From an optimization exercise on the open Yosys and OpenROAD flow, aimed at small area, a short achievable clock period and few clock cycles; shortcuts taken in it are not production practice.
The RTL was checked by simulation tests, not by an equivalence proof against the original design.
Power figures rest on the tool's default switching activity, not on a simulated workload.

--- design.v ---
module ALU (
    input      signed [31:0] data1_i  ,
    input      signed [31:0] data2_i  ,
    input             [ 3:0] ALUCtrl_i,
    output reg signed [31:0] data_o   ,
    output                   Zero_o
);
    wire signed [31:0] Adder_o     ;
    wire        [32:0] data1_extend;
    wire        [32:0] data2_extend;
    wire               overflow    ;
    wire               neg         ;
    assign neg = ALUCtrl_i[3] || ALUCtrl_i[2];
    assign data1_extend = {data1_i[31], data1_i};
    assign data2_extend = {data2_i[31], data2_i} ^ {33{neg}};
    assign {overflow, Adder_o} = data1_extend + data2_extend + neg;
    assign Zero_o = (data_o == 0);
    always @(*) begin
        case(ALUCtrl_i)
            4'b0000 : data_o = data1_i & data2_i;
            4'b0001  : data_o = data1_i | data2_i;
            4'b0011 : data_o = data1_i ^ data2_i;
            4'b1000 : data_o = overflow;
            4'b1001 : data_o = data1_i << data2_i[4:0];
            4'b1010 : data_o = data1_i >> data2_i[4:0];
            4'b1011 : data_o = data1_i >>> data2_i[4:0];
            default : data_o = Adder_o;
        endcase
    end
endmodule
module ALU_Control (
    input      [2:0] funct3_i ,
    input            funct7_i ,
    input      [1:0] ALUOp_i  ,
    output reg [3:0] ALUCtrl_o
);
    always @(*)
        begin
            if ({funct7_i, funct3_i, ALUOp_i} == 6'b000001)
                ALUCtrl_o = 4'b0010;  
            else if ({funct7_i, funct3_i, ALUOp_i} == 6'b100001)
                ALUCtrl_o = 4'b0110;  
            else if ({funct3_i, ALUOp_i} == 5'b00010)
                ALUCtrl_o = 4'b0010;  
            else if ({funct7_i, funct3_i, ALUOp_i} == 6'b011101)
                ALUCtrl_o = 4'b0000;  
            else if ({funct3_i, ALUOp_i} == 5'b11110)
                ALUCtrl_o = 4'b0000;  
            else if ({funct7_i, funct3_i, ALUOp_i} == 6'b011001)
                ALUCtrl_o = 4'b0001;  
            else if ({funct3_i, ALUOp_i} == 5'b11010)
                ALUCtrl_o = 4'b0001;  
            else if ({funct7_i, funct3_i, ALUOp_i} == 6'b010001)
                ALUCtrl_o = 4'b0011;  
            else if ({funct3_i, ALUOp_i} == 5'b10010)
                ALUCtrl_o = 4'b0011;  
            else if ({funct7_i, funct3_i, ALUOp_i} == 6'b000110)
                ALUCtrl_o = 4'b1001;  
            else if ({funct7_i, funct3_i, ALUOp_i} == 6'b110110)
                ALUCtrl_o = 4'b1011;  
            else if ({funct7_i, funct3_i, ALUOp_i} == 6'b010110)
                ALUCtrl_o = 4'b1010;  
            else if ({funct7_i, funct3_i, ALUOp_i} == 6'b001001)
                ALUCtrl_o = 4'b1000;  
            else if ({funct3_i, ALUOp_i} == 5'b01010)
                ALUCtrl_o = 4'b1000;  
            else if ({funct3_i, ALUOp_i} == 5'b00000)
                ALUCtrl_o = 4'b0110;  
            else
                ALUCtrl_o = 4'b0010;  
        end
endmodule
module Imm_Gen (
    input      [31:0] instruction_i,
    output reg signed [31:0] imm_o
);
    always @(*) begin
        case (instruction_i[6:0])
            7'b0000011, 7'b1100111: imm_o = {{20{instruction_i[31]}}, instruction_i[31:20]};  
            7'b0100011 : imm_o = {{20{instruction_i[31]}}, instruction_i[31:25], instruction_i[11:7]};
            7'b1100011 : imm_o = {{20{instruction_i[31]}}, instruction_i[7], instruction_i[30:25], instruction_i[11:8], 1'b0};
            7'b1101111 : imm_o = {{12{instruction_i[31]}}, instruction_i[19:12], instruction_i[20], instruction_i[30:21], 1'b0};
            default    : imm_o = {{20{instruction_i[31]}}, instruction_i[31:20]};
        endcase
    end
endmodule
module Control (
    input      [6:0] Op_i      ,
    input            NoOp_i    ,
    output reg       jalr_o    ,
    output reg       jal_o     ,
    output reg       branch_o  ,
    output reg       MemRead_o ,
    output reg       MemtoReg_o,
    output reg [1:0] ALUOp_o   ,
    output reg       MemWrite_o,
    output reg       ALUSrc_o  ,  
    output reg       RegWrite_o
);
    always @(*)
        begin
            ALUOp_o = (Op_i == 7'b0110011) ? 2'b01 : Op_i[4:3];
            if (NoOp_i)
                begin
                    jalr_o     = 0;
                    jal_o      = 0;
                    ALUOp_o    = 2'b0;
                    ALUSrc_o   = 0;
                    RegWrite_o = 0;
                    MemRead_o  = 0;
                    MemWrite_o = 0;
                    MemtoReg_o = 0;
                    branch_o   = 0;
                end
            else
                begin
                    case (Op_i)
                        7'b0110011 :
                            begin
                                jalr_o     = 0;
                                jal_o      = 0;
                                branch_o   = 0;
                                MemRead_o  = 0;
                                MemtoReg_o = 0;
                                MemWrite_o = 0;
                                ALUSrc_o   = 0;
                                RegWrite_o = 1;
                            end
                        7'b0010011 :
                            begin
                                jalr_o     = 0;
                                jal_o      = 0;
                                branch_o   = 0;
                                MemRead_o  = 0;
                                MemtoReg_o = 0;
                                MemWrite_o = 0;
                                ALUSrc_o   = 1;
                                RegWrite_o = 1;
                            end
                        7'b0100011 :
                            begin
                                jalr_o     = 0;
                                jal_o      = 0;
                                branch_o   = 0;
                                MemRead_o  = 0;
                                MemtoReg_o = 0;
                                MemWrite_o = 1;
                                ALUSrc_o   = 1;
                                RegWrite_o = 0;
                            end
                        7'b0000011 :
                            begin
                                jalr_o     = 0;
                                jal_o      = 0;
                                branch_o   = 0;
                                MemRead_o  = 1;
                                MemtoReg_o = 1;
                                MemWrite_o = 0;
                                ALUSrc_o   = 1;
                                RegWrite_o = 1;
                            end
                        7'b1100011 :
                            begin
                                jalr_o     = 0;
                                jal_o      = 0;
                                branch_o   = 1;
                                MemRead_o  = 0;
                                MemtoReg_o = 0;
                                MemWrite_o = 0;
                                ALUSrc_o   = 0;
                                RegWrite_o = 0;
                            end
                        7'b1101111 :
                            begin
                                jalr_o     = 0;
                                jal_o      = 1;
                                branch_o   = 0;
                                MemRead_o  = 0;
                                MemtoReg_o = 0;
                                MemWrite_o = 0;
                                ALUSrc_o   = 0;
                                RegWrite_o = 1;
                            end
                        7'b1100111 :
                            begin
                                jalr_o     = 1;
                                jal_o      = 0;
                                branch_o   = 0;
                                MemRead_o  = 0;
                                MemtoReg_o = 0;
                                MemWrite_o = 0;
                                ALUSrc_o   = 0;
                                RegWrite_o = 1;
                            end
                        default :
                            begin
                                jalr_o     = 0;
                                jal_o      = 0;
                                branch_o   = 0;
                                MemRead_o  = 0;
                                MemtoReg_o = 0;
                                MemWrite_o = 0;
                                ALUSrc_o   = 0;
                                RegWrite_o = 0;
                            end
                    endcase
                end
        end
endmodule
module Decompressor (
    input             PC_2    ,  
    input      [31:0] inst_raw,
    output reg [31:0] inst    ,
    output reg        compr
);
    reg [15:0] half_inst;
    always @ (*) begin
        half_inst = inst_raw[15:0];
        inst      = inst_raw;
        if (inst_raw[1:0] == 2'b11) begin  
            compr = 0;  
            inst  = inst_raw;
        end else begin
            compr = 1;  
            case ({half_inst[15:13], half_inst[1:0]})
                5'b01000 : inst = {5'b00000, half_inst[5], half_inst[12:10], half_inst[6], 2'b00, 2'b01, half_inst[9:7], 3'b010, 2'b01, half_inst[4:2], 7'b0000011};
                5'b11000 : inst = {5'b00000, half_inst[5], half_inst[12], 2'b01, half_inst[4:2], 2'b01, half_inst[9:7], 3'b010, half_inst[11:10], half_inst[6], 2'b00, 7'b0100011};
                5'b00001 : begin
                    if (half_inst[12:2] == 11'b0)
                        inst = {25'b0, 7'b0010011};
                    else inst = {{7{half_inst[12]}}, half_inst[6:2], half_inst[11:7], 3'b000, half_inst[11:7], 7'b0010011};
                end
                5'b00101 : inst = {half_inst[12], half_inst[8], half_inst[10:9], half_inst[6], half_inst[7], half_inst[2], half_inst[11], half_inst[5:3], half_inst[12], {8{half_inst[12]}}, 5'd1, 7'b1101111};
                5'b10001 : begin
                    if (half_inst[11:10] == 2'b10)
                        inst = {{7{half_inst[12]}}, half_inst[6:2], 2'b01, half_inst[9:7], 3'b111, 2'b01, half_inst[9:7], 7'b0010011};
                    else if (half_inst[12] == 1'b0 && half_inst[6:2] == 5'b0)
                        inst = 32'b0;
                    else if (half_inst[11:10] == 2'b00)
                        inst = {7'b0000000, half_inst[6:2], 2'b01, half_inst[9:7], 3'b101, 2'b01, half_inst[9:7], 7'b0010011};
                    else
                        inst = {7'b0100000, half_inst[6:2], 2'b01, half_inst[9:7], 3'b101, 2'b01, half_inst[9:7], 7'b0010011};
                end
                5'b10101 : inst = {half_inst[12], half_inst[8], half_inst[10:9], half_inst[6], half_inst[7], half_inst[2], half_inst[11], half_inst[5:3], half_inst[12], {8{half_inst[12]}}, 5'd0, 7'b1101111};
                5'b11001 : inst = {{4{half_inst[12]}}, half_inst[6], half_inst[5], half_inst[2], 5'd0, 2'b01, half_inst[9:7], 3'b000, half_inst[11], half_inst[10], half_inst[4], half_inst[3], half_inst[12], 7'b1100011};
                5'b11101 : inst = {{4{half_inst[12]}}, half_inst[6], half_inst[5], half_inst[2], 5'd0, 2'b01, half_inst[9:7], 3'b001, half_inst[11], half_inst[10], half_inst[4], half_inst[3], half_inst[12], 7'b1100011};
                5'b00010 : inst = {7'b0000000, half_inst[6:2], half_inst[11:7], 3'b001, half_inst[11:7], 7'b0010011};
                5'b10010 : begin
                    if (half_inst[6:2] == 5'd0) begin
                        if (half_inst[12] && half_inst[11:7] != 5'b0)
                            inst = {12'b0, half_inst[11:7], 3'b000, 5'd1, 7'b1100111};
                        else inst = {12'b0, half_inst[11:7], 3'b000, 5'd0, 7'b1100111};
                    end
                    else if (half_inst[11:7] != 5'b0) begin
                        if (half_inst[12] == 1'b0)
                            inst = {7'b0000000, half_inst[6:2], 5'd0, 3'b000, half_inst[11:7], 7'b0110011};
                        else inst = {7'b0000000, half_inst[6:2], half_inst[11:7], 3'b000, half_inst[11:7], 7'b0110011};
                    end
                end
                default : inst = 32'b0;
            endcase
        end
    end
endmodule
module CHIP ( clk,
              rst_n,
              mem_read_D,
              mem_write_D,
              mem_addr_D,
              mem_wdata_D,
              mem_rdata_D,
              mem_ready_D,
              mem_read_I,
              mem_write_I,
              mem_addr_I,
              mem_wdata_I,
              mem_rdata_I,
              mem_ready_I,
              DCACHE_addr,
              DCACHE_wdata,
              DCACHE_wen,
              PC
            );
input           clk, rst_n;
output          mem_read_D;
output          mem_write_D;
output  [31:4]  mem_addr_D;
output  [127:0] mem_wdata_D;
input   [127:0] mem_rdata_D;
input           mem_ready_D;
output          mem_read_I;
output          mem_write_I;
output  [31:4]  mem_addr_I;
output  [127:0] mem_wdata_I;
input   [127:0] mem_rdata_I;
input           mem_ready_I;
output  [29:0]  DCACHE_addr;
output  [31:0]  DCACHE_wdata;
output          DCACHE_wen;
output  [31:0]  PC;
    wire rst = ~rst_n;
    genvar gi, gj;
    reg  [13:0] pc;             
    reg         ifid_v;
    reg         ifid_pred;      
    reg  [6:0]  ifid_op;        
    reg  [4:0]  ifid_rs1;       
    reg  [4:0]  ifid_rs2;
    reg  [31:0] ifid_win;       
    reg  [13:0] ifid_pc;
    reg         ex_regwrite, ex_memtoreg, ex_memread, ex_memwrite;
    reg         ex_branch, ex_jump, ex_jalr, ex_alusrc;
    reg  [1:0]  ex_aluop;
    reg  [2:0]  ex_funct3;
    reg         ex_funct7;
    reg  [31:0] ex_rs1v, ex_rs2v;
    reg  [12:0] ex_imm13;       
    wire [31:0] ex_imm = {{19{ex_imm13[12]}}, ex_imm13};
    reg  [13:0] ex_pc;
    reg         ex_c;
    reg  [4:0]  ex_rd;
    reg         ex_fa_mem, ex_fa_wb, ex_fb_mem, ex_fb_wb;
    reg         m_regwrite, m_memtoreg, m_memread, m_memwrite;
    reg  [31:0] m_res, m_rs2v;
    reg  [13:2] m_addr;         
    reg  [4:0]  m_rd;
    reg         w_regwrite;
    reg  [4:0]  w_rd;
    reg  [31:0] w_data;
    wire        dstall;
    wire [127:0] ic_data [0:7];
    wire [6:0]   ic_tag  [0:7];
    reg  [7:0]   ic_valid;
    reg          ic_busy;
    reg  [9:0]   ic_line;           
    reg  [7:0]   ic_fsel;           
    reg          ic_rd_q;
    wire [127:0] ic_fill;
    generate
        for (gi = 0; gi < 16; gi = gi + 1) begin : g_icfill
            assign ic_fill[8*gi+7:8*gi] = mem_rdata_I[32*(gi/4) + 24 - 8*(gi%4) +: 8];
        end
    endgenerate
    wire [2:0]   f_idx  = pc[6:4];
    wire [2:0]   f_off  = pc[3:1];
    wire [6:0]   f_tag  = pc[13:7];
    wire [6:0]   f_tagp = f_tag + 7'd1;
    wire [9:0]   f_linep = pc[13:4] + 10'd1;
    wire [7:0]   l_ok;             
    wire [7:0]   l_nok;            
    wire [15:0]  l_nhw [0:7];      
    generate
        for (gi = 0; gi < 8; gi = gi + 1) begin : g_iclk
            wire vj = ic_valid[(gi+1)%8] & ~ic_fsel[(gi+1)%8];
            assign l_ok[gi]  = ic_valid[gi] & ~ic_fsel[gi] & (ic_tag[gi] == f_tag);
            assign l_nok[gi] = vj & (ic_tag[(gi+1)%8] == ((gi == 7) ? f_tagp : f_tag));
            assign l_nhw[gi] = ic_data[(gi+1)%8][15:0];
        end
    endgenerate
    wire [127:0] f_line = ic_data[f_idx];
    wire [15:0]  f_nhw  = l_nhw[f_idx];
    wire [143:0] f_ext  = {f_nhw, f_line};
    wire [31:0]  f_win  = f_ext[f_off*16 +: 32];
    wire         f_c    = (f_win[1:0] != 2'b11);
    wire         f_hit1 = l_ok[f_idx];
    wire         f_hit2 = l_nok[f_idx];
    wire         f_strad = (f_off == 3'd7) & ~f_c;
    wire         f_hit  = f_hit1 & (~f_strad | f_hit2);
    wire [9:0]   f_mline = f_hit1 ? f_linep : pc[13:4];
    wire [13:0]  pc_p2 = pc + 14'd2;
    wire [13:0]  pc_p4 = pc + 14'd4;
    reg  [1:0]   btb_v;
    reg  [12:0]  btb_tag [0:1];    
    reg  [13:0]  btb_tgt [0:1];    
    wire         f_bi   = pc[2];
    wire         f_btb  = btb_v[f_bi] & (btb_tag[f_bi] == pc[13:1]);
    wire [13:0]  f_btgt = btb_tgt[f_bi];
    wire [31:0]  f_inst;
    Decompressor Decompressor_IF (
        .PC_2    (1'b0  ),
        .inst_raw(f_win ),
        .inst    (f_inst),
        .compr   (      )
    );
    wire         f_live;           
    wire         f_req  = f_live & (~f_hit | (f_hit1 & ~f_hit2 & ~f_btb & (f_off >= 3'd2)));
    always @(posedge clk) begin
        if (rst) begin
            ic_busy  <= 1'b0;
            ic_rd_q  <= 1'b0;
            ic_valid <= 8'd0;
        end else if (!ic_busy) begin
            if (f_req) begin
                ic_busy <= 1'b1;
                ic_rd_q <= 1'b1;
            end
        end else if (mem_ready_I) begin
            ic_busy <= 1'b0;
            ic_rd_q <= 1'b0;
            ic_valid <= ic_valid | ic_fsel;
        end
    end
    always @(posedge clk) begin
        if (!ic_busy && f_req)
            ic_line <= f_mline;
    end
    always @(posedge clk) begin
        if (rst)
            ic_fsel <= 8'd0;
        else if (!ic_busy && f_req)
            ic_fsel <= 8'd1 << f_mline[2:0];
        else if (ic_busy && mem_ready_I)
            ic_fsel <= 8'd0;
    end
    generate
        for (gi = 0; gi < 8; gi = gi + 1) begin : g_icline
            reg [127:0] d;
            reg [6:0]   t;
            always @(posedge clk) begin
                if (ic_fsel[gi] && mem_ready_I)
                    t <= ic_line[9:3];
                if (ic_fsel[gi])
                    d <= ic_fill;
            end
            assign ic_data[gi] = d;
            assign ic_tag[gi]  = t;
        end
    endgenerate
    assign mem_read_I  = ic_rd_q;
    assign mem_write_I = 1'b0;
    assign mem_addr_I  = {18'd0, ic_line};
    assign mem_wdata_I = 128'd0;
    wire [31:0] id_inst;
    Decompressor Decompressor (
        .PC_2    (1'b0    ),
        .inst_raw(ifid_win),
        .inst    (id_inst ),
        .compr   (        )
    );
    wire        id_c = (ifid_win[1:0] != 2'b11);
    wire        c_jalr, c_jal, c_branch, c_memread, c_memtoreg, c_memwrite, c_alusrc, c_regwrite;
    wire [1:0]  c_aluop;
    Control Control (
        .Op_i      (ifid_op     ),
        .NoOp_i    (1'b0        ),
        .jalr_o    (c_jalr      ),
        .jal_o     (c_jal       ),
        .RegWrite_o(c_regwrite  ),
        .MemtoReg_o(c_memtoreg  ),
        .MemRead_o (c_memread   ),
        .MemWrite_o(c_memwrite  ),
        .ALUOp_o   (c_aluop     ),
        .ALUSrc_o  (c_alusrc    ),
        .branch_o  (c_branch    )
    );
    wire [31:0] id_imm;
    Imm_Gen Imm_Gen (
        .instruction_i(id_inst),
        .imm_o        (id_imm )
    );
    wire [4:0]  id_rs1 = ifid_rs1;
    wire [4:0]  id_rs2 = ifid_rs2;
    wire [4:0]  id_rd  = id_inst[11:7];
    wire [31:0] rf [0:31];
    wire [31:0] rf_wd = rst ? 32'd0 : w_data;
    assign rf[0] = 32'd0;
    generate
        for (gi = 1; gi < 32; gi = gi + 1) begin : g_rf
            reg [31:0] r;
            always @(posedge clk)
                if (rst || (w_regwrite && w_rd == gi))
                    r <= rf_wd;
            assign rf[gi] = r;
        end
    endgenerate
    wire [31:0] rf_r1 = rf[id_rs1];
    wire [31:0] rf_r2 = rf[id_rs2];
    wire [31:0] id_rs1v = (w_regwrite && w_rd == id_rs1 && id_rs1 != 5'd0) ? w_data : rf_r1;
    wire [31:0] id_rs2v = (w_regwrite && w_rd == id_rs2 && id_rs2 != 5'd0) ? w_data : rf_r2;
    wire        ld_stall  = ifid_v & ex_memread & (ex_rd == id_rs1 | ex_rd == id_rs2);
    wire        id_jalr   = ifid_v & c_jalr;
    wire        id_jal    = ifid_v & c_jal & ~ifid_pred & ~ld_stall;
    wire [31:0] id_cjimm  = {{21{ifid_win[12]}}, ifid_win[8], ifid_win[10:9], ifid_win[6], ifid_win[7], ifid_win[2], ifid_win[11], ifid_win[5:3], 1'b0};
    wire [31:0] id_jjimm  = {{12{ifid_win[31]}}, ifid_win[19:12], ifid_win[20], ifid_win[30:21], 1'b0};
    wire [13:0] id_cjt    = ifid_pc + id_cjimm[13:0];
    wire [13:0] id_jjt    = ifid_pc + id_jjimm[13:0];
    wire [13:0] id_jt     = id_c ? id_cjt : id_jjt;
    wire [31:0] ex_alu;
    wire        ex_taken;
    wire        ex_redirect = ex_taken | ex_jalr;
    wire [13:0] ex_jt       = ex_a[13:0] + ex_imm[13:0];
    wire [13:0] ex_bt       = ex_pc + ex_imm[13:0];
    wire [13:0] ex_link     = ex_pc + (ex_c ? 14'd2 : 14'd4);
    wire [13:0] ex_target   = ex_jalr ? ex_jt : ex_bt;
    assign f_live = ~id_jal & ~id_jalr;
    wire id_fa_mem = ex_regwrite & (ex_rd != 5'd0) & (ex_rd == id_rs1);
    wire id_fb_mem = ex_regwrite & (ex_rd != 5'd0) & (ex_rd == id_rs2);
    wire id_fa_wb  = m_regwrite  & (m_rd  != 5'd0) & (m_rd  == id_rs1);
    wire id_fb_wb  = m_regwrite  & (m_rd  != 5'd0) & (m_rd  == id_rs2);
    always @(posedge clk) begin
        if (rst) begin
            pc     <= 14'd0;
            ifid_v <= 1'b0;
        end else if (!dstall) begin
            if (ex_redirect) begin
                pc     <= ex_target;
                ifid_v <= 1'b0;
            end else if (ld_stall) begin
            end else if (id_jal) begin
                pc     <= id_jt;
                ifid_v <= 1'b0;
            end else if (id_jalr) begin
                ifid_v <= 1'b0;
            end else begin
                ifid_v <= f_hit;
                if (f_hit)
                    pc <= f_btb ? f_btgt : (f_c ? pc_p2 : pc_p4);
            end
        end
    end
    always @(posedge clk) begin
        if (!dstall && !ex_redirect && !ld_stall) begin
            ifid_win  <= f_win;
            ifid_pred <= f_btb;
            ifid_op   <= f_inst[6:0];
            ifid_rs1  <= f_inst[19:15];
            ifid_rs2  <= f_inst[24:20];
        end
    end
    always @(posedge clk) begin
        if (rst)
            btb_v <= 2'd0;
        else if (!dstall && !ex_redirect && id_jal)
            btb_v[ifid_pc[2]] <= 1'b1;
    end
    always @(posedge clk) begin
        if (!dstall && !ex_redirect && id_jal) begin
            btb_tag[ifid_pc[2]] <= ifid_pc[13:1];
            btb_tgt[ifid_pc[2]] <= id_jt;
        end
    end
    always @(posedge clk) begin
        if (rst)
            ifid_pc <= 14'd0;
        else if (!dstall && !ex_redirect && !ld_stall)
            ifid_pc <= pc;
    end
    wire id_go = ifid_v & ~ld_stall & ~ex_redirect;
    always @(posedge clk) begin
        if (rst) begin
            ex_regwrite <= 1'b0; ex_memtoreg <= 1'b0; ex_memread <= 1'b0; ex_memwrite <= 1'b0;
            ex_branch   <= 1'b0; ex_jump     <= 1'b0; ex_jalr    <= 1'b0;
        end else if (!dstall) begin
            ex_regwrite <= id_go & c_regwrite;
            ex_memtoreg <= id_go & c_memtoreg;
            ex_memread  <= id_go & c_memread;
            ex_memwrite <= id_go & c_memwrite;
            ex_branch   <= id_go & c_branch;
            ex_jump     <= id_go & (c_jal | c_jalr);
            ex_jalr     <= id_go & c_jalr;
        end
    end
    always @(posedge clk) begin
        if (!dstall) begin
            ex_alusrc <= c_alusrc;
            ex_aluop  <= c_aluop;
            ex_funct3 <= id_inst[14:12];
            ex_funct7 <= id_inst[30];
            ex_rs1v   <= id_rs1v;
            ex_rs2v   <= id_rs2v;
            ex_imm13  <= id_imm[12:0];
            ex_pc     <= ifid_pc;
            ex_c      <= id_c;
            ex_rd     <= id_rd;
            ex_fa_mem <= id_fa_mem;
            ex_fa_wb  <= id_fa_wb & ~id_fa_mem;
            ex_fb_mem <= id_fb_mem;
            ex_fb_wb  <= id_fb_wb & ~id_fb_mem;
        end
    end
    wire [31:0] ex_a  = ex_fa_mem ? m_res : (ex_fa_wb ? w_data : ex_rs1v);
    wire [31:0] ex_bf = ex_fb_mem ? m_res : (ex_fb_wb ? w_data : ex_rs2v);
    wire [31:0] ex_b  = ex_alusrc ? ex_imm : ex_bf;
    wire [3:0]  ex_aluctl_d;
    ALU_Control ALU_Control (
        .funct3_i (ex_funct3  ),
        .funct7_i (ex_funct7  ),
        .ALUOp_i  (ex_aluop   ),
        .ALUCtrl_o(ex_aluctl_d)
    );
    wire [3:0]  ex_aluctl = ex_aluctl_d;
    ALU ALU (
        .data1_i  (ex_a     ),
        .data2_i  (ex_b     ),
        .ALUCtrl_i(ex_aluctl),
        .data_o   (ex_alu   ),
        .Zero_o   (         )
    );
    assign ex_taken = ex_branch & ((ex_a == ex_bf) ^ ex_funct3[0]);
    always @(posedge clk) begin
        if (rst) begin
            m_regwrite <= 1'b0; m_memtoreg <= 1'b0; m_memread <= 1'b0; m_memwrite <= 1'b0;
        end else if (!dstall) begin
            m_regwrite <= ex_regwrite;
            m_memtoreg <= ex_memtoreg;
            m_memread  <= ex_memread;
            m_memwrite <= ex_memwrite;
        end
    end
    always @(posedge clk) begin
        if (!dstall) begin
            m_res  <= ex_jump ? {18'd0, ex_link} : ex_alu;
            m_addr <= ex_alu[13:2];
            m_rs2v <= ex_bf;
            m_rd   <= ex_rd;
        end
    end
    reg  [1:0]   dc_valid, dc_dirty;
    reg          dc_lru;             
    reg          dc_vw;              
    reg          dc_rd_q, dc_wr_q;   
    reg          dc_wbp;             
    reg  [9:0]   dc_maddr, dc_wbaddr;
    reg  [127:0] dc_wdata_q;
    wire [127:0] dc_data [0:1];
    wire [9:0]   dc_tag  [0:1];      
    wire [9:0]   d_tag  = m_addr[13:4];
    wire [1:0]   d_word = m_addr[3:2];
    wire         d_h0   = dc_valid[0] & (dc_tag[0] == d_tag);
    wire         d_h1   = dc_valid[1] & (dc_tag[1] == d_tag);
    wire         d_hit  = d_h0 | d_h1;
    wire         d_acc  = m_memread | m_memwrite;
    assign       dstall = d_acc & ~d_hit;
    wire         d_vdirty = dc_valid[dc_lru] & dc_dirty[dc_lru];
    wire         d_start = dstall & ~dc_rd_q & ~dc_wbp;
    wire         d_rdone = dc_rd_q & mem_ready_D;
    wire [127:0] d_line0 = dc_data[0];
    wire [127:0] d_line1 = dc_data[1];
    wire [31:0]  d_w0 = d_line0[32*d_word +: 32];
    wire [31:0]  d_w1 = d_line1[32*d_word +: 32];
    wire [31:0]  d_word_m = d_h1 ? d_w1 : d_w0;
    wire [31:0]  d_load = {d_word_m[7:0], d_word_m[15:8], d_word_m[23:16], d_word_m[31:24]};
    wire [31:0]  d_swdata = {m_rs2v[7:0], m_rs2v[15:8], m_rs2v[23:16], m_rs2v[31:24]};
    always @(posedge clk) begin
        if (rst) begin
            dc_rd_q  <= 1'b0;
            dc_wr_q  <= 1'b0;
            dc_wbp   <= 1'b0;
            dc_valid <= 2'd0;
            dc_dirty <= 2'd0;
            dc_lru   <= 1'b0;
        end else begin
            if (d_start) begin
                dc_rd_q <= 1'b1;
                dc_valid[dc_lru] <= 1'b0;
                if (d_vdirty)
                    dc_wbp <= 1'b1;
            end
            if (d_rdone) begin
                dc_rd_q <= 1'b0;
                dc_valid[dc_vw] <= 1'b1;
                dc_dirty[dc_vw] <= 1'b0;
                if (dc_wbp)
                    dc_wr_q <= 1'b1;
            end
            if (dc_wr_q && mem_ready_D) begin
                dc_wr_q <= 1'b0;
                dc_wbp  <= 1'b0;
            end
            if (d_acc && d_hit) begin
                dc_lru <= ~d_h1;
                if (m_memwrite)
                    dc_dirty[d_h1] <= 1'b1;
            end
        end
    end
    always @(posedge clk) begin
        if (d_start) begin
            dc_vw      <= dc_lru;
            dc_maddr   <= m_addr[13:4];
            dc_wbaddr  <= dc_tag[dc_lru];
            dc_wdata_q <= dc_data[dc_lru];
        end else if (d_rdone) begin
            dc_maddr   <= dc_wbaddr;
        end
    end
    generate
        for (gi = 0; gi < 2; gi = gi + 1) begin : g_dcline
            reg [9:0] t;
            always @(posedge clk) begin
                if (dc_rd_q && dc_vw == gi)
                    t <= d_tag;
            end
            assign dc_tag[gi] = t;
            for (gj = 0; gj < 4; gj = gj + 1) begin : g_word
                reg [31:0] d;
                always @(posedge clk) begin
                    if (dc_rd_q && dc_vw == gi)
                        d <= mem_rdata_D[32*gj +: 32];
                    else if (m_memwrite && !dc_rd_q && ((gi == 1) ? d_h1 : d_h0) && d_word == gj)
                        d <= d_swdata;
                end
                assign dc_data[gi][32*gj +: 32] = d;
            end
        end
    endgenerate
    assign mem_read_D  = dc_rd_q;
    assign mem_write_D = dc_wr_q;
    assign mem_addr_D  = {18'd0, dc_maddr};
    assign mem_wdata_D = dc_wdata_q;
    assign DCACHE_wen   = m_memwrite;
    assign DCACHE_addr  = m_res[31:2];
    assign DCACHE_wdata = d_swdata;
    always @(posedge clk) begin
        if (rst) begin
            w_regwrite <= 1'b0;
        end else if (!dstall) begin
            w_regwrite <= m_regwrite;
        end
    end
    always @(posedge clk) begin
        if (!dstall) begin
            w_rd   <= m_rd;
            w_data <= m_memtoreg ? d_load : m_res;
        end
    end
    assign PC = {18'd0, ifid_pc};
endmodule
--- flow/run.sh ---
#!/bin/bash
# The standard layout (standard.sh: standard synthesis, floorplan, placement,
# CTS, routing, finish) with two changes:
#  - timing repair aims for a setup margin of 14.2 ns on the 20 ns constraint
#    instead of 0, so that the repair steps after CTS and global routing size
#    and buffer the slowest paths;
#  - the buffers that global placement puts on every input and output port are
#    sky130_fd_sc_hd__buf_2 cells.
# The make output of the whole run goes to standard_finish.log; ORFS keeps
# each step's log under orfs/logs/.
set -euo pipefail
bash standard.sh SETUP_SLACK_MARGIN=14.2 "BUFFER_PORTS_ARGS=-buffer_cell sky130_fd_sc_hd__buf_2" finish > standard_finish.log 2>&1
--- standard.sh ---
#!/bin/bash
# synth_recipe.tcl (not shown) runs the flow's synth.tcl, then flattens the netlist and writes it again
# the make line also repeats each setting of config.mk as NAME=value (left out here)
make -C /OpenROAD-flow-scripts/flow DESIGN_CONFIG=/design/flow/config.mk WORK_HOME=/design/flow/orfs CLKGATE_MAP_FILE= SYNTH_SCRIPT=/design/flow/synth_recipe.tcl "${@:-finish}"
--- config.mk ---
export PLATFORM = sky130hd
export DESIGN_NAME = CHIP
export DESIGN_NICKNAME = CHIP
export VERILOG_FILES = /design/flow/design.v
export SDC_FILE = /design/flow/constraint.sdc
export NUM_CORES = 4
export LEC_CHECK = 0
export ABC_CLOCK_PERIOD_IN_PS = 5000
export CAP_MARGIN = 20
export CORE_MARGIN = 2
export CORE_UTILIZATION = 55
export CTS_CLUSTER_DIAMETER = 80
export CTS_CLUSTER_SIZE = 24
export SLEW_MARGIN = 20
--- constraint.sdc ---
create_clock -name core_clock -period 20.0 [get_ports {clk}]
set_input_delay 4.0000 -clock core_clock [delete_from_list [all_inputs] [get_ports {clk}]]
set_output_delay 4.0000 -clock core_clock [all_outputs]
set_load 0.01 [all_outputs]
==> impl_metrics.yaml, run 1 <==
synthesis:
  ys_seq_area_frac: 0.648
  syn_inst: 9901
  synth_top_area_share: 0.638
  synth_edf_count: 2832
  synthArstFlopShare: 0
  synth.avg_cell_area_sq_um: 13.5
  yosysMostFrequentCell: "edfxtp_1"
  syn_area_sq_um: 133000
  yosysTopAreaCell: "edfxtp_1"
  synth_common_cells: "edfxtp_1 (2,832), nand2_1 (1,124), a22oi_1 (497)"
  synth_area_leaders: "edfxtp_1 (64%), nand2_1 (3.2%), a22oi_1 (2.8%)"
  ys_seq_elements: 2900
  ys_types: 108
  ys.flop_type: "edfxtp_1"
  ys.warnings.count: 6
layout:
  multiInputGateArea_sq_um: 43700
  fin_nets: 10600
  fill_cells: 18700
  final-seq-area_sq_um: 86500
  area_growth_pct: 8.64
  layout-drive-gt1-share: 0.160
  fin_area_sq_um: 145000
pwr:
  power.density_nw_per_um2: 102
  finalPower_mw: 14.8
  switchingPower_mw: 4.76
  combPwrFrac: 0.215
  p_leak_nw: 50.0
  p_int_mw: 10.0
  swShare: 0.322
  ir_drop_mv: 0.0846
  pwr-share-clk: 0.243
  p_seq_frac: 0.542
global_routing:
  grt.overflow.total: 0
  grt.busiest_layer: "met2"
  grt_use_met1: 0.531
  antenna_found_initial: 72
  grt_util_met3: 0.128
  grt_max_degree: 112
  met2_usage: 0.621
  grtUsageTotal: 0.414
  grt_pass1_vias: 92500
  grt_first_pass_wirelength_um: 718000
sta:
  fin_crit_sh: 0.294
  skew_ps: 67.8
  finalSetupViolCount: 0
  holdWs_ps: 475
  rsz0062_at_grt: "true"
  drv_slew: 0
  slew_headroom: 0.0999
  worst_slew_pin_slew_ps: 1340
  finalHoldViolCount: 0
  final.setup.tns_ps: 0
  period_needed_ps: 5870
  fmax_mhz: 170
floorplan:
  die_h_um: 496
  fp.dieW_um: 496
  num_io_pins: 671
  core_sq_um: 241000
  placementRows: 180
  initial_core_util: 0.553
  die_area_sq_um: 246000
route:
  wl_um: 523000
  dr.pass1.iters: 13
  vias: 98100
  drc_errors: 0
  ant_nets: 0
  drt_iter0_markers: 17000
  wl_per_cell_um: 38.8
  avgViaCountPerCell: 7.29
setup_path:
  ff2ff_setup_slack_ps: 14310
  r2r_cells: 15
  cp-start-kind: "primary input"
  critical_path_arrival_ps: 6440
  critical_path_class: "in2reg"
  cp_max_fo: 40
  critPathLaunch: "rst_n"
  critPathCapture: "g_rf[11].r[11]$_DFFE_PP_"
  cp.required_ps: 20570
  reg2reg_from: "ex_fb_wb$_DFFE_PN_"
  reg2reg_to: "m_res[11]$_DFFE_PN_"
  endpoint_kind: "flop"
clocking:
  cts_max_level: 4
  root_buffer: "clkbuf_16"
  cts_hold_buf: 0
  cts_sinks: 2900
  cts_tree: "done"
  cts_made_buffers: 151
  insertion_delay_ps: 910
  clk_pin_slew_worst_paths_ps: 90
  clockBufferDepth: 3
run:
  drv_cap: 0
run_status:
  status: "timing/DRC/antenna clean"
placement:
  hpwl_um: 317000
  gp_congestion: 1.01
  dpl-instance-area_sq_um: 139000
  portBuffers: 487
hold_path:
  hold_class: "reg2reg"
==> state kept, by name (all words and copies together), names as in the netlist, 12 cells and up, named ones only <==
signal / count
ex_pc: 14
m_addr: 12
dc_wdata_q: 128
g_dcline.g_word.d: 256
m_rs2v: 32
ifid_pc: 14
g_icline.d: 1024
ex_imm13: 13
g_dcline.t: 20
g_icline.t: 56
ifid_win: 28
m_res: 32
w_data: 32
btb_tgt: 28
pc: 14
ex_rs2v: 32
g_rf.r: 992
btb_tag: 26
ex_rs1v: 32
==> power groups by stage <==
stage	combinational, mW	clock (mW)	sequential [mW]
finish	3.18	3.60	8.03
global route	3.33	3.80	8.06
CTS	3.04	3.60	8.00
detailed placement	3.01	0	8.14
global placement	2.97	0	8.14
floorplan	1.87	0	7.88
==> kinds of logic (layout without fill, tap and decap cells) <==
logic type / Yosys count / in the layout / share of synthesized area
mux: 695 / 695 / 0.0628
buf+inv: 1071 / 1216 / 0.0385
xor+xnor: 260 / 260 / 0.0171
simple gates: 2275 / 2278 / 0.0765
flops: 2900 / 2900 / 0.648
other cells: 1 / 229 / 0.0000281
compound gates: 2560 / 2560 / 0.143
fa+ha+maj: 139 / 139 / 0.0133
==> cell usage in the layout, fill, tap and decap left out, types with 63 or more instances in the layout <==
cell,count
a211oi_1,63
a21oi_1,291
a221oi_1,279
a222oi_1,198
a22o_1,305
a22oi_1,497
a31oi_1,64
buf_2,486
buf_4,285
clkbuf_16,153
conb_1,183
edfxtp_1,2832
ha_1,130
inv_1,164
mux2_2,309
mux2i_1,298
mux4_2,82
nand2_1,1123
nand3_1,203
nand4_1,139
nor2_1,342
nor3_1,109
o211ai_1,68
o21ai_0,320
xnor2_1,173
xor2_1,87
==> timing repair <==
| action | in CTS | in global routing |
|---|---|---|
| setup buffers | 14 | 4 |
| endpoints found under the setup margin | 402 | 33 |
| endpoints found under the hold margin | 0 | 0 |
| gates cloned | 3 | 1 |
| pin swaps | 5 | 1 |
| resized for setup | 28 | 17 |
==> per-layer routing <==
layer | vias up | share of wire
li1 | 39200 | -
met1 | 48500 | 0.35
met2 | 8241 | 0.44
met3 | 2151 | 0.13
met4 | 69 | 0.078
met5 | - | 0.0012
==> worst max-delay path, stage by stage <==
cell	delay (ps)
buf_4	660
buf_6	710
o21ai_4	480
buf_4	460
==> cell type report <==
| type | count | share of cell area |
|---|---|---|
| Clock inverter | 57 | 0.00615 |
| Sequential cell | 2900 | 0.597 |
| Tap cell | 3185 | 0.0275 |
| Multi-Input combinational cell | 6115 | 0.302 |
| Clock buffer | 175 | 0.0269 |
| Antenna cell | 46 | 0.000795 |
| Timing Repair Buffer | 800 | 0.0348 |
| Inverter | 184 | 0.00492 |
==> how the worst min path moves through the flow <==
stage / start / end / slack [ps] / cells past startpoint
2_1_floorplan: dc_lru$_SDFFE_PN0P_ / dc_vw$_DFFE_PP_ / 410 / 0
3_3_place_gp: pc[0]$_SDFFE_PN0P_ / ifid_pc[0]$_SDFFE_PN0P_ / 440 / 2
3_5_place_dp: pc[0]$_SDFFE_PN0P_ / ifid_pc[0]$_SDFFE_PN0P_ / 460 / 2
4_1_cts: pc[0]$_SDFFE_PN0P_ / ifid_pc[0]$_SDFFE_PN0P_ / 470 / 2
5_1_grt: pc[0]$_SDFFE_PN0P_ / ifid_pc[0]$_SDFFE_PN0P_ / 490 / 2
6_report: pc[0]$_SDFFE_PN0P_ / ifid_pc[0]$_SDFFE_PN0P_ / 470 / 2
==> metrics by stage <==
stage,std cells,util,setup slack [ps]
6_report,13500,0.601,14130
5_1_grt,13400,0.601,14180
4_1_cts,13400,0.600,14180
3_5_place_dp,13200,0.579,13090
3_3_place_gp,13200,0.579,13130
2_1_floorplan,10100,-,13850
Testbench counts, summed over its fixed seeds: cycles 1,368,894.
==> run 2, diff against run 1 <==
==> flow/run.sh (replaced) <==
#!/bin/bash
# The standard layout (standard.sh: standard synthesis, floorplan, placement,
# CTS, routing, finish) with two changes:
#  - timing repair aims for a setup margin of 14.4 ns on the 20 ns constraint
#    instead of 0, so that the repair steps after CTS and global routing size
#    and buffer the slowest paths;
#  - the buffers that global placement puts on every input and output port are
#    sky130_fd_sc_hd__buf_2 cells.
# The make output of the whole run goes to standard_finish.log; ORFS keeps
# each step's log under orfs/logs/.
set -euo pipefail
bash standard.sh SETUP_SLACK_MARGIN=14.4 "BUFFER_PORTS_ARGS=-buffer_cell sky130_fd_sc_hd__buf_2" finish > standard_finish.log 2>&1
--- a/config.mk
+++ b/config.mk
@@ -9,5 +9,5 @@
 export CAP_MARGIN = 20
 export CORE_MARGIN = 2
-export CORE_UTILIZATION = 55
+export CORE_UTILIZATION = 60
 export CTS_CLUSTER_DIAMETER = 80
 export CTS_CLUSTER_SIZE = 24
==> run 2 against run 1 <==
Worst setup slack gained 260 ps. Maximum frequency up 4.6%. Critical path type is now reg2out. Register-to-register slack better by 220 ps. Wire length is 3.5% lower. Still clean on timing, DRC and antenna. First-iteration DRC count rose by 8.9%. Die area fell by 8.3%.
==> impl_metrics.yaml, run 2 <==
setup_path:
  endpoint_kind: "output pin"
  cp_slowest_stage_delay_ps: 550
  worst-path-buf-inv: 1
  crit_family: "flip-flops"
  critical_path_class: "reg2out"
  path_cells: "buf_2"
  cp.required_ps: 16000
  critical_path_arrival_ps: 1610
  slowest_stage: "edfxtp_1"
  reg2reg_from: "pc[5]$_SDFFE_PN0P_"
  cp_max_fo: 3
  ff2ff_setup_slack_ps: 14530
  cp-start-kind: "flop"
  critPathLaunch: "m_rs2v[19]$_DFFE_PN_"
clocking:
  root_buffer: "clkbuf_16"
  cts_made_buffers: 150
  insertion_delay_ps: 880
  clockBufferDepth: 3
  cts_tree: "done"
  cts_max_level: 4
  clk_pin_slew_worst_paths_ps: 90
  cts_sinks: 2900
synthesis:
  ys.warnings.count: 6
  ys_seq_area_frac: 0.648
  syn_inst: 9901
  yosysTopAreaCell: "edfxtp_1"
  ys_types: 108
  ys_seq_elements: 2900
  synth_top_area_share: 0.638
  synth_area_leaders: "edfxtp_1 (64%), nand2_1 (3.2%), a22oi_1 (2.8%)"
  ys.flop_type: "edfxtp_1"
  syn_area_sq_um: 133000
  yosysMostFrequentCell: "edfxtp_1"
  synth_edf_count: 2832
  synth_common_cells: "edfxtp_1 (2,832), nand2_1 (1,124), a22oi_1 (497)"
  synth.avg_cell_area_sq_um: 13.5
  synthArstFlopShare: 0
floorplan:
  num_io_pins: 671
  die_area_sq_um: 226000
  die_h_um: 475
  initial_core_util: 0.605
  fp.dieW_um: 475
  core_sq_um: 220000
  placementRows: 172
sta:
  rsz0062_at_grt: "true"
  fin_crit_sh: 0.281
  drv_slew: 0
  worst_slew_pin_slew_ps: 1300
  final.setup.tns_ps: 0
  finalSetupViolCount: 0
  worst_slack_ps: 14390
  holdWs_ps: 471
  finalHoldViolCount: 0
  skew_ps: 50.7
  fmax_mhz: 178
  period_needed_ps: 5610
  slew_headroom: 0.127
layout:
  final_common_cell: "edfxtp_1"
  fill_cells: 16100
  layout-drive-gt1-share: 0.164
  fin_area_sq_um: 144000
  fin_cells: 13300
  fin_nets: 10600
  mostFrequentLayoutCells: "edfxtp_1 (2,832), nand2_1 (1,123), a22oi_1 (497), buf_2 (483), nor2_1 (343)"
  reg.largest.list: "g_icline.d x1024, g_rf.r x992, g_dcline.g_word.d x256"
  largest_register: "g_icline.d"
  area_growth_pct: 8.42
  largest_reg_flops: 1024
  post-route-util: 0.656
global_routing:
  grt.overflow.total: 0
  grtUsageTotal: 0.437
  antenna_found_initial: 92
  grt_max_degree: 163
  grt_pass1_vias: 92400
  grt_first_pass_wirelength_um: 697000
placement:
  dp_slack_ps: 13010
  dpl.cell_count: 12900
  gp_congestion: 1.01
  hpwl_um: 310000
  dpl-instance-area_sq_um: 139000
  portBuffers: 487
route:
  wl_per_cell_um: 38.0
  ant_nets: 0
  avgViaCountPerCell: 7.41
  wl_um: 504000
  dr.pass1.iters: 9
  vias: 98300
  drc_errors: 0
  drt_iter0_markers: 18500
run_status:
  status: "timing/DRC/antenna clean"
hold_path:
  hold_class: "reg2reg"
  hold_start: "pc[0]$_SDFFE_PN0P_"
run:
  drv_cap: 0
pwr:
  power.density_nw_per_um2: 102
  p_leak_nw: 50.1
  finalPower_mw: 14.7
  ir_drop_mv: 0.0912
==> run 2: cells by family after synthesis <==
group                      after synthesis  synth area share
xor gates and xnor gates               260            0.0171
buffers and inverters                 1071            0.0385
muxes                                  695            0.0628
other                                    1         0.0000281
AOI/OAI and AO/OA                     2560             0.143
and+or+nand+nor                       2275            0.0765
adders and majority gates              139            0.0133
DFF                                   2900             0.648
==> run 2: layout make-up <==
| cell class | count | area, sq um | area share |
|---|---|---|---|
| diodes | 53 | 133 | 0.000918 |
| clock buffers | 166 | 3890 | 0.0269 |
| clock inverters | 53 | 696 | 0.00482 |
| inverters | 184 | 712 | 0.00493 |
| multi-input cells | 6114 | 43600 | 0.302 |
| flip-flops and latches | 2900 | 86500 | 0.599 |
| well taps | 2958 | 3700 | 0.0256 |
| repair buffers | 835 | 5290 | 0.0366 |
==> run 2: metal layers <==
metal,track usage,up-vias,wire length [um]
met2,0.640,8838,218000
met3,0.146,2233,72900
met5,0.0111,-,824
li1,-,39300,-
met1,0.557,47900,170000
met4,0.287,74,42500
==> run 2: path summary, 6_finish.rpt <==
path | to | depth (start not counted)
hold / removal | ifid_pc[0]$_SDFFE_PN0P_ | 2
hold reg to reg | ifid_pc[0]$_SDFFE_PN0P_ | 2
setup reg to reg | ifid_rs1[1]$_DFFE_PP_ | 14
setup / recovery | DCACHE_wdata[11] | 1
==> run 2: tightest hold or removal path: cells and delay by family (launching register included) <==
| kind | cells | cell delay, ps |
|---|---|---|
| compound gates | 1 | 50 |
| simple gates | 1 | 60 |
| flops | 1 | 320 |
==> run 2: power by group <==
group,switching (mW),internal [mW]
clock network,2.00,1.49
logic,2.20,1.01
registers,0.503,7.51
total,4.70,10.0
==> run 2: what timing repair did <==
action / 4_1_cts / 5_1_grt
hold buffers: 0 / 0
pin swaps: 2 / 6
resized for setup: 44 / 35
setup endpoints to repair: 987 / 512
gates cloned: 2 / 1
setup buffers: 37 / 18
==> run 3, diff against run 2 <==
--- a/design.v
+++ b/design.v
@@ -384,5 +384,5 @@
     );
     wire         f_live;           
-    wire         f_req  = f_live & (~f_hit | (f_hit1 & ~f_hit2 & ~f_btb & (f_off >= 3'd2)));
+    wire         f_req  = f_live & (~f_hit | (f_hit1 & ~f_hit2 & ~f_btb & (f_off >= 3'd1)));
     always @(posedge clk) begin
         if (rst) begin
==> flow/run.sh (replaced) <==
#!/bin/bash
# The standard layout (standard.sh: standard synthesis, floorplan, placement,
# CTS, routing, finish) with two changes:
#  - timing repair aims for a setup margin of 14.6 ns on the 20 ns constraint
#    instead of 0, so that the repair steps after CTS and global routing size
#    and buffer the slowest paths;
#  - the buffers that global placement puts on every input and output port are
#    sky130_fd_sc_hd__buf_2 cells.
# The make output of the whole run goes to standard_finish.log; ORFS keeps
# each step's log under orfs/logs/.
set -euo pipefail
bash standard.sh SETUP_SLACK_MARGIN=14.6 "BUFFER_PORTS_ARGS=-buffer_cell sky130_fd_sc_hd__buf_2" finish > standard_finish.log 2>&1
==> run 3 against run 2 <==
Cell count down 0.52%. Worst setup slack got worse by 37 ps. Sequential share of layout area is 0.37 points lower. Area after synthesis fell by 0.31%. Clock power hardly changed. Largest cell class unchanged.
==> impl_metrics.yaml, run 3 <==
synthesis:
  syn_inst: 9788
  synth_area_leaders: "edfxtp_1 (64%), nand2_1 (3.0%), a221oi_1 (2.5%)"
  synth_top_area_share: 0.640
  syn_area_sq_um: 133000
  synthArstFlopShare: 0
  ys.flop_type: "edfxtp_1"
  synth.avg_cell_area_sq_um: 13.6
  synth_common_cells: "edfxtp_1 (2,832), nand2_1 (1,075), clkbuf_1 (488)"
  yosysTopAreaCell: "edfxtp_1"
  ys.warnings.count: 6
  synth_edf_count: 2832
  yosysMostFrequentCell: "edfxtp_1"
  ys_types: 98
  ys_seq_area_frac: 0.650
  ys_seq_elements: 2900
sta:
  fmax_mhz: 177
  drv_slew: 0
  holdWs_ps: 471
  finalSetupViolCount: 0
  finalHoldViolCount: 0
  rsz0062_at_grt: "true"
  worst_slew_pin_slew_ps: 1260
  period_needed_ps: 5650
  final.setup.tns_ps: 0
  fin_crit_sh: 0.282
  worst_slack_ps: 14350
  slew_headroom: 0.152
  skew_ps: 70.9
global_routing:
  grt_pass1_vias: 93600
  grt_first_pass_wirelength_um: 705000
  grtUsageTotal: 0.444
  grt_use_met1: 0.560
  grt_max_degree: 96
  antenna_found_initial: 70
  grt_util_met3: 0.158
  met2_usage: 0.649
  grt.busiest_layer: "met2"
  grt.overflow.total: 0
clocking:
  clk_pin_slew_worst_paths_ps: 100
  insertion_delay_ps: 890
  cts_hold_buf: 0
  cts_made_buffers: 150
  cts_tree: "done"
  cts_max_level: 4
  root_buffer: "clkbuf_16"
  cts_sinks: 2900
  clockBufferDepth: 3
route:
  wl_um: 512000
  vias: 98700
  drc_errors: 0
  wl_per_cell_um: 38.8
  dr.pass1.iters: 13
  avgViaCountPerCell: 7.48
  drt_iter0_markers: 19000
  ant_nets: 0
setup_path:
  critical_path_arrival_ps: 1650
  cp_max_fo: 2
  endpoint_kind: "output pin"
  ff2ff_setup_slack_ps: 14610
  slowest_stage: "edfxtp_1"
  cp_slowest_stage_delay_ps: 570
  path_cells: "buf_2"
  cp.required_ps: 16000
  path_depth: 1
  worst-path-buf-inv: 1
  crit_family: "flip-flops"
  reg2reg_to: "pc[4]$_SDFFE_PN0P_"
  cp-start-kind: "flop"
  reg2reg_from: "pc[5]$_SDFFE_PN0P_"
  r2r_cells: 16
  critical_path_class: "reg2out"
placement:
  hpwl_um: 310000
  portBuffers: 487
  dp_slack_ps: 12560
  gp_congestion: 1.00
floorplan:
  placementRows: 172
  core_sq_um: 220000
  die_area_sq_um: 225000
  die_h_um: 475
  num_io_pins: 671
  initial_core_util: 0.604
  fp.dieW_um: 475
layout:
  largest_register: "g_icline.d"
  layout-drive-gt1-share: 0.174
  area_growth_pct: 9.49
  reg.largest.list: "g_icline.d x1024, g_rf.r x992, g_dcline.g_word.d x256"
  mostFrequentLayoutCells: "edfxtp_1 (2,832), nand2_1 (1,073), a22oi_1 (431), buf_2 (419), a221oi_1 (378)"
  post-route-util: 0.661
  largest_reg_flops: 1024
  final_common_cell: "edfxtp_1"
  fin_nets: 10500
pwr:
  p_int_mw: 10.1
  p_leak_nw: 50.4
  p_seq_frac: 0.537
  finalPower_mw: 14.9
  pwr-share-clk: 0.236
  combPwrFrac: 0.227
  switchingPower_mw: 4.79
  power.density_nw_per_um2: 103
  swShare: 0.321
  ir_drop_mv: 0.102
run_status:
  status: "timing/DRC/antenna clean"
hold_path:
  whs_path_depth: 2
  hold_path_end: "dc_dirty[0]$_SDFF_PN0_"
  hold_start: "dc_dirty[0]$_SDFF_PN0_"
  hold_class: "reg2reg"
run:
  drv_cap: 0
## run 3: cell count changes in the layout (fill, tap and decap cells not counted), moves of 64 or more
cell      delta
nor2_1     -105
a221oi_1    +99
mux2i_1     -74
a21oi_1     -70
a22oi_1     -66
buf_2       -64
## run 3: worst reg2reg max path, stage by stage, from the launching register on
cell,delay [ps]
dfxtp_4,510
clkinvlp_4,200
buf_4,190
ha_4,220
buf_4,210
buf_4,330
a22oi_1,280
a31oi_1,130
a221oi_1,870
a22oi_1,210
and4_1,370
and4_1,290
a31o_2,260
a21oi_1,540
buf_4,330
a21boi_0,250
a21oi_1,100
## run 3: logic make-up (layout without fill, tap and decap cells)
family          Yosys count  count (layout)  share of synthesized area
xor+xnor                247             247                     0.0163
compound gates         2601            2602                      0.148
fa+ha+maj               139             139                     0.0133
flops                  2900            2900                      0.650
buf+inv                1057            1268                     0.0375
simple gates           2234            2239                     0.0773
other cells               1             232                  0.0000282
mux                     609             609                     0.0568
## run 3: worst max-delay path by stage
stage | start | slack (ps) | end
finish | m_rs2v[11]$_DFFE_PN_ | 14350 | DCACHE_wdata[19]
global route | m_rs2v[11]$_DFFE_PN_ | 14280 | DCACHE_wdata[19]
global placement | pc[4]$_SDFFE_PN0P_ | 12850 | ifid_rs1[0]$_DFFE_PP_
floorplan | rst_n | 14180 | g_rf[16].r[0]$_DFFE_PP_
CTS | m_rs2v[11]$_DFFE_PN_ | 14320 | DCACHE_wdata[19]
detailed placement | pc[5]$_SDFFE_PN0P_ | 12560 | ic_line[5]$_DFFE_PP_
## run 3: layout make-up
cell class,instances,area [sq um]
Antenna cell,49,123
Clock buffer,172,3980
Clock inverter,45,643
Fill cell,15900,74500
Inverter,164,644
Multi-Input combinational cell,6019,43600
Sequential cell,2900,86500
Tap cell,2958,3700
Timing Repair Buffer,887,6260
## run 3: power by group through the flow
stage / Clock [mW] / Combinational, mW / Sequential, mW
floorplan: 0 / 1.91 / 7.89
global placement: 0 / 3.00 / 8.16
CTS: 3.51 / 3.21 / 7.98
global route: 3.71 / 3.53 / 8.04
finish: 3.52 / 3.39 / 8.01
detailed placement: 0 / 3.04 / 8.17
## run 3: through the flow
| step | cells | cell area, sq um |
|---|---|---|
| after floorplan | 9970 | 134000 |
| after global placement | 12800 | 139000 |
| after detailed placement | 12800 | 139000 |
| after CTS | 13100 | 145000 |
| after global routing | 13200 | 145000 |
| final | 13200 | 145000 |
## run 3: metal layers
| metal | up-vias | part of all wire |
|---|---|---|
| li1 | 39200 | - |
| met1 | 48300 | 0.34 |
| met2 | 8843 | 0.43 |
| met3 | 2270 | 0.15 |
| met4 | 62 | 0.085 |
| met5 | - | 0.0011 |
## run 3: timing repair
| item | in CTS | in global routing |
|---|---|---|
| cloned | 8 | 0 |
| resized for setup | 198 | 88 |
| pin swaps | 12 | 2 |
| setup endpoints to repair | 1465 | 1272 |
| buffers inserted | 96 | 16 |
Testbench counts of run 3, summed over its fixed seeds: cycles 1,364,503.
==> run 4, diff against run 3 <==
==> flow/run.sh (replaced) <==
#!/bin/bash
# The standard layout (standard.sh: standard synthesis, floorplan, placement,
# CTS, routing, finish) with two changes:
#  - timing repair aims for a setup margin of 14.8 ns on the 20 ns constraint
#    instead of 0, so that the repair steps after CTS and global routing size
#    and buffer the slowest paths;
#  - the buffers that global placement puts on every input and output port are
#    sky130_fd_sc_hd__buf_2 cells.
# The make output of the whole run goes to standard_finish.log; ORFS keeps
# each step's log under orfs/logs/.
set -euo pipefail
bash standard.sh SETUP_SLACK_MARGIN=14.8 "BUFFER_PORTS_ARGS=-buffer_cell sky130_fd_sc_hd__buf_2" finish > standard_finish.log 2>&1
==> run 4 against run 3 <==
Clock skew rose by 11 ps. Non-clock buffer count rose by 29. Total power is 0.12% higher. Critical path depth unchanged.
==> impl_metrics.yaml, run 4 <==
run_status:
  status: "timing/DRC/antenna clean"
global_routing:
  grt_first_pass_wirelength_um: 699000
  antenna_found_initial: 61
  grt_max_degree: 121
  grt.overflow.total: 0
  grtUsageTotal: 0.439
  grt_pass1_vias: 93600
synthesis:
  syn_inst: 9788
  yosysTopAreaCell: "edfxtp_1"
  synth.avg_cell_area_sq_um: 13.6
  ys.warnings.count: 6
  syn_area_sq_um: 133000
  synth_top_area_share: 0.640
  synth_area_leaders: "edfxtp_1 (64%), nand2_1 (3.0%), a221oi_1 (2.5%)"
  yosysMostFrequentCell: "edfxtp_1"
  synthArstFlopShare: 0
  ys_seq_elements: 2900
  synth_edf_count: 2832
  ys.flop_type: "edfxtp_1"
  ys_types: 98
  synth_common_cells: "edfxtp_1 (2,832), nand2_1 (1,075), clkbuf_1 (488)"
  ys_seq_area_frac: 0.650
route:
  wl_um: 506000
  ant_nets: 0
  wl_per_cell_um: 38.3
  vias: 99400
  dr.pass1.iters: 14
  drc_errors: 0
  drt_iter0_markers: 18700
  avgViaCountPerCell: 7.51
setup_path:
  path_cells: "buf_2"
  crit_family: "flip-flops"
  cp-start-kind: "flop"
  cp.required_ps: 16000
  critical_path_class: "reg2out"
  endpoint_kind: "output pin"
  critical_path_arrival_ps: 1670
  cp_slowest_stage_delay_ps: 570
  cp_max_fo: 2
  slowest_stage: "edfxtp_1"
  worst-path-buf-inv: 1
clocking:
  insertion_delay_ps: 890
  cts_hold_buf: 0
  clockBufferDepth: 3
  clk_pin_slew_worst_paths_ps: 100
  cts_max_level: 4
  root_buffer: "clkbuf_16"
  cts_tree: "done"
  cts_made_buffers: 156
  cts_sinks: 2900
pwr:
  p_leak_nw: 50.6
  combPwrFrac: 0.225
  finalPower_mw: 14.9
  swShare: 0.324
  power.density_nw_per_um2: 102
  p_seq_frac: 0.537
  p_int_mw: 10.1
  switchingPower_mw: 4.84
  ir_drop_mv: 0.0907
  pwr-share-clk: 0.239
sta:
  fin_crit_sh: 0.284
  rsz0062_at_grt: "true"
  drv_slew: 0
  slew_headroom: 0.0350
  final.setup.tns_ps: 0
  period_needed_ps: 5670
  skew_ps: 81.8
  worst_slew_pin_slew_ps: 1440
  finalHoldViolCount: 0
  finalSetupViolCount: 0
  fmax_mhz: 176
floorplan:
  num_io_pins: 671
  initial_core_util: 0.604
  fp.dieW_um: 475
  die_h_um: 475
  core_sq_um: 220000
  die_area_sq_um: 225000
  placementRows: 172
placement:
  hpwl_um: 302000
  portBuffers: 487
  gp_congestion: 1.01
hold_path:
  hold_class: "reg2reg"
layout:
  reg.largest.list: "g_icline.d x1024, g_rf.r x992, g_dcline.g_word.d x256"
  largest_reg_flops: 1024
  layout-drive-gt1-share: 0.178
  area_growth_pct: 9.75
  final_common_cell: "edfxtp_1"
  mostFrequentLayoutCells: "edfxtp_1 (2,832), nand2_1 (1,073), a22oi_1 (430), buf_2 (413), buf_4 (385)"
  largest_register: "g_icline.d"
  fin_nets: 10600
run:
  drv_cap: 0
-- run 4: cell counts after synthesis --
No cell type changed its count.
-- run 4: worst paths after layout --
| check | startpoint | to | slack, ps | cells past startpoint |
|---|---|---|---|---|
| worst max-delay path | m_res[17]$_SDFFCE_PP0N_ | DCACHE_addr[15] | 14330 | 1 |
| worst min register to register | ic_valid[4]$_SDFFE_PN0P_ | ic_valid[4]$_SDFFE_PN0P_ | 470 | 2 |
| worst max register to register | ex_fb_wb$_DFFE_PN_ | m_res[15]$_SDFFCE_PP0N_ | 14860 | 17 |
| worst min-delay path | ic_valid[4]$_SDFFE_PN0P_ | ic_valid[4]$_SDFFE_PN0P_ | 470 | 2 |
-- run 4: cell families after synthesis --
family / count (synthesis) / share of synthesized area
buffers and inverters: 1057 / 0.0375
AND/OR/NAND/NOR: 2234 / 0.0773
flip-flops: 2900 / 0.650
XOR/XNOR: 247 / 0.0163
multiplexers: 609 / 0.0568
other: 1 / 0.0000282
adder cells (fa/ha/maj): 139 / 0.0133
AO/OA/AOI/OAI: 2601 / 0.148
-- run 4: timing repair --
item | CTS | global route
pin swaps | 11 | 5
buffers inserted | 109 | 35
endpoints found under the setup margin | 1779 | 294
gates cloned | 2 | 1
gates resized for setup | 221 | 63
-- run 4: area by class of cell --
| class | count | area [sq um] |
|---|---|---|
| multi-input combinational | 6016 | 43500 |
| clock inverter | 61 | 792 |
| fill | 15800 | 74200 |
| antenna | 56 | 140 |
| inverter | 164 | 652 |
| sequential | 2900 | 86500 |
| timing repair buffer | 916 | 6510 |
| clock buffer | 168 | 3960 |
| tap | 2958 | 3700 |
-- run 4: layer usage --
layer  part of all wire  GRT usage  vias up
li1                   -          -    39300
met1               0.34      0.560    48500
met2               0.43      0.644     9154
met3               0.15      0.148     2316
met4              0.084      0.280       53
met5            0.00094          0        -
-- run 4: stage by stage --
stage / hold WS (ps) / worst slack [ps] / cell area, sq um / std cells / util
after floorplan: 406 / 14810 / 134000 / 9970 / -
after global placement: 439 / 12850 / 139000 / 12800 / 0.630
after detailed placement: 451 / 12790 / 139000 / 12800 / 0.630
after CTS: 470 / 14320 / 145000 / 13100 / 0.659
after global routing: 503 / 14330 / 146000 / 13200 / 0.662
final: 474 / 14330 / 146000 / 13200 / 0.663
-- run 4: power by group through the flow --
stage | clock [mW] | combinational, mW | sequential [mW]
CTS | 3.55 | 3.19 | 7.99
finish | 3.57 | 3.36 | 8.02
floorplan | 0 | 1.92 | 7.88
global placement | 0 | 2.96 | 8.17
detailed placement | 0 | 3.01 | 8.18
global route | 3.75 | 3.49 | 8.04

==> what the ideal ports hide <==
The flow's constraints put no driver on any port. The routed layouts listed below were extracted and timed again, unchanged, in two steps.
Step 1 assumes that a clkbuf_16 drives the clock port and a buf_2 every other input.
Step 2 adds t to the input delays and takes it off the output delays; t is the mean of the earliest and latest rising clock arrival at the registers after step 1. Input paths then give back, and output paths get back, about the clock's delay inside the block.
Three values: no drivers, after step 1, after step 2; two values: the first two.
run	t, ns	setup WS [ns]	worst setup path at the end	clock arrival spread, ns	worst register clock-pin slew, ns
run 1	0.970	14.130 / 14.113 / 13.186	input to register	0.082 / 0.082	0.10 / 0.10
run 2	0.944	14.389 / 14.289 / 13.505	input to register	0.065 / 0.066	0.10 / 0.10
run 3	0.962	14.351 / 14.248 / 13.729	input to register	0.071 / 0.071	0.10 / 0.10
run 4	0.952	14.328 / 14.234 / 13.798	input to register	0.092 / 0.093	0.11 / 0.11
After both steps setup and hold are still met in every run listed. For run 1, which loses most, drivers alone change the setup slack by -0.017 ns; drivers and shift together by -0.944 ns.
